Source: an optimization exercise on an open RTL-to-GDS flow (aim: a short achievable clock period and few clock cycles). Production flows keep margins and buffers that such runs may drop.
At most, simulation tests tie the RTL to the original design; equivalence was not proved.
Power figures rest on the tool's default switching activity, not on a simulated workload.

==> flow/design.v (excerpt) <==
module Mips(
	input clk,
	input rst,
	output[31:0] imem_addr,
	input[31:0] imem_data,
	output[17:0] SRAM_ADDR,
	output[15:0] SRAM_WDATA,
	input[15:0] SRAM_RDATA,
	output SRAM_WE_N
);
localparam CIB = 4;               
localparam NCS = 1 << CIB;        
localparam CTB = 16 - CIB;        
localparam SBB = 2;               
localparam SBD = 1 << SBB;        
localparam [1:0] S_IDLE = 2'd0, S_ISSHI = 2'd1, S_CAPLO = 2'd2, S_CAPHI = 2'd3;
reg [31:0] pcf;
reg [31:0] ia_q;          
reg [15:0] btb_v;
reg [25:0] btb_tag [0:15];
reg [29:0] btb_tgt [0:15];
reg [2:0]  btb_ctr [0:15];
reg        v2;
reg [31:0] pc2, seq2;
reg        bh2, pt2;
reg [2:0]  bc2;
reg        vS;
reg [31:0] irS, pcS, seqS;
reg [9:0]  pdS;
reg [31:0] opA_S, opB_S;
reg        bWA_S, bWB_S, bW2A_S, bW2B_S;
reg        bhS, ptS;
reg [2:0]  bcS;
reg        vD;
reg [31:0] irD, pcD, seqD;
reg [9:0]  pdD;
reg        bhD, ptD;
reg [2:0]  bcD;
reg [31:0] opA_D, opB_D;
reg        bWA_D, bWB_D;   
reg        bW2A_D, bW2B_D;  
reg        eA_r, eB_r;     
reg [31:0] rf [1:31];
reg [31:1] rfv;           
reg        vE;
reg [31:0] A_E, B_E, T_E;
reg        aW_E, bW_E, tW_E;
reg [4:0]  rsE, rtE;
reg        uA_E, uB_E, uT_E;
reg [15:0] wE;
reg        cvE, heldMiss, specE;
reg [CTB-1:0] ctgE;
reg [31:0] cdE;
reg [4:0]  destE;
reg        weE, ldE, stE, bezE, bneE, jmpE, subE;
reg        cAdd_E, cAnd_E, cOr_E, cNor_E, cXor_E, cSll_E, cSra_E, cSrl_E;
reg        guessE, nzE;
reg [31:0] tgtE, seqE, pcE;
reg        bhE;
reg [2:0]  bcE;
reg [1:0]  mst;
  ...
For scale: roughly 13000 cells after synthesis, about 4000 flip-flops, ~120 I/O pins.
clock: 15.0 ns
lec_check: 0
cap_margin: 20
core_margin: 2
core_utilization: 40
slew_margin: 40
standard.sh (not shown) runs the stock make flow with config.mk's settings and CLKGATE_MAP_FILE= SYNTH_SCRIPT=/design/flow/synth_recipe.tcl, a recipe that flattens the netlist after the stock synthesis.
==> flow/flow/run.sh <==
#!/bin/bash
# Standard ORFS layout (the standard.sh), with timing repair aimed well
# below the 15 ns clock: repair_timing keeps working until the setup slack
# reaches SETUP_SLACK_MARGIN (11.0 ns below the 15 ns clock).
export SETUP_SLACK_MARGIN=11.0
bash standard.sh > standard.log 2>&1
The baseline finished clean.
Testbench counts at the start, summed over its fixed seeds: cycles 63,511.
Next try:
--- a/flow/flow/run.sh
+++ b/flow/flow/run.sh
@@ -4,2 +4,2 @@
-# reaches SETUP_SLACK_MARGIN (11.0 ns below the 15 ns clock).
-export SETUP_SLACK_MARGIN=11.0
+# reaches SETUP_SLACK_MARGIN (10.6 ns below the 15 ns clock).
+export SETUP_SLACK_MARGIN=10.6
Settings changed: CORE_UTILIZATION 40 to 45.
What happened: The new run finished clean. Wire length went up by a few percent. Cell area went down by a few percent. Via count hardly moves.

========
Mips, a different RTL version from the one above (not shown whole).
Size in the first run: roughly 14000 cells after synthesis, ~4300 flip-flops, ~120 I/O pins.
==> flow/config.mk <==
export PLATFORM = sky130hd
export DESIGN_NAME = Mips
export DESIGN_NICKNAME = Mips
export VERILOG_FILES = /design/flow/design.v
export SDC_FILE = /design/flow/constraint.sdc
export NUM_CORES = 8
export LEC_CHECK = 0
export CAP_MARGIN = 20
export CORE_MARGIN = 2
export CORE_UTILIZATION = 40
export SLEW_MARGIN = 40
==> flow/constraint.sdc <==
create_clock -name core_clock -period 15.0 [get_ports {clk}]
set_input_delay 3.0000 -clock core_clock [delete_from_list [all_inputs] [get_ports {clk}]]
set_output_delay 3.0000 -clock core_clock [all_outputs]
set_load 0.01 [all_outputs]
==> flow/flow/run.sh <==
#!/bin/bash
# Standard ORFS layout (the standard.sh), with timing repair aimed well
# below the 15 ns clock: repair_timing keeps working until the setup slack
# reaches SETUP_SLACK_MARGIN (10.8 ns below the 15 ns clock).
export SETUP_SLACK_MARGIN=10.8
bash standard.sh > standard.log 2>&1
The first run finished with timing, DRC and antenna clean.
Then changed:
==> flow/flow/run.sh (replaced) <==
#!/bin/bash
# Standard ORFS layout (the standard.sh), with timing repair aimed well
# below the 15 ns clock: repair_timing keeps working until the setup slack
# reaches SETUP_SLACK_MARGIN (10.6 ns below the 15 ns clock).
export SETUP_SLACK_MARGIN=10.6
bash standard.sh > standard.log 2>&1
Result: Die area is unchanged; final cell count is lower slightly; wire length drops by a few percent; maximum frequency falls by a few percent; combinational power came out lower by roughly a tenth; count of clock-buffer cells in the layout drops by 14; final area came out lower by a few percent.
No functional check of the RTL was part of any run of this note.

separate check: timing with driven ports:
Ports are ideal in the flow. The routed layouts listed here were re-timed in OpenROAD. Step 1 assumes that a clkbuf_16 drives the clock port and a buf_2 every other input. Step 2 adds t to the input delays and takes it off the output delays; t is the mean of the earliest and latest rising clock arrival at the registers after step 1. Input paths then give back, and output paths get back, about the clock's delay inside the block. Three values: ideal, step 1, step 2; two values: the first two.
run	shift t [ns]	setup WS [ns]	worst hold slack (ns)	worst register clock-pin slew, ns	cell pins on the clock port's net
the first run of note 1	1.128	10.224 / 10.171 / 9.048	0.333 / 0.333 / 0.333	0.08 / 0.08	1
the second run of note 1	1.115	10.190 / 10.145 / 9.060	0.339 / 0.339 / 0.339	0.07 / 0.07	1
the first run of note 2	1.153	9.696 / 9.743 / 8.590	0.330 / 0.330 / 0.330	0.07 / 0.07	1
the second run of note 2	1.168	9.547 / 9.621 / 8.453	0.337 / 0.337 / 0.337	0.08 / 0.08	1
After both steps every run listed still meets setup and hold. The setup slack of the first run of note 1, which loses most, moves by -0.053 ns with the drivers and by -1.176 ns with both steps.
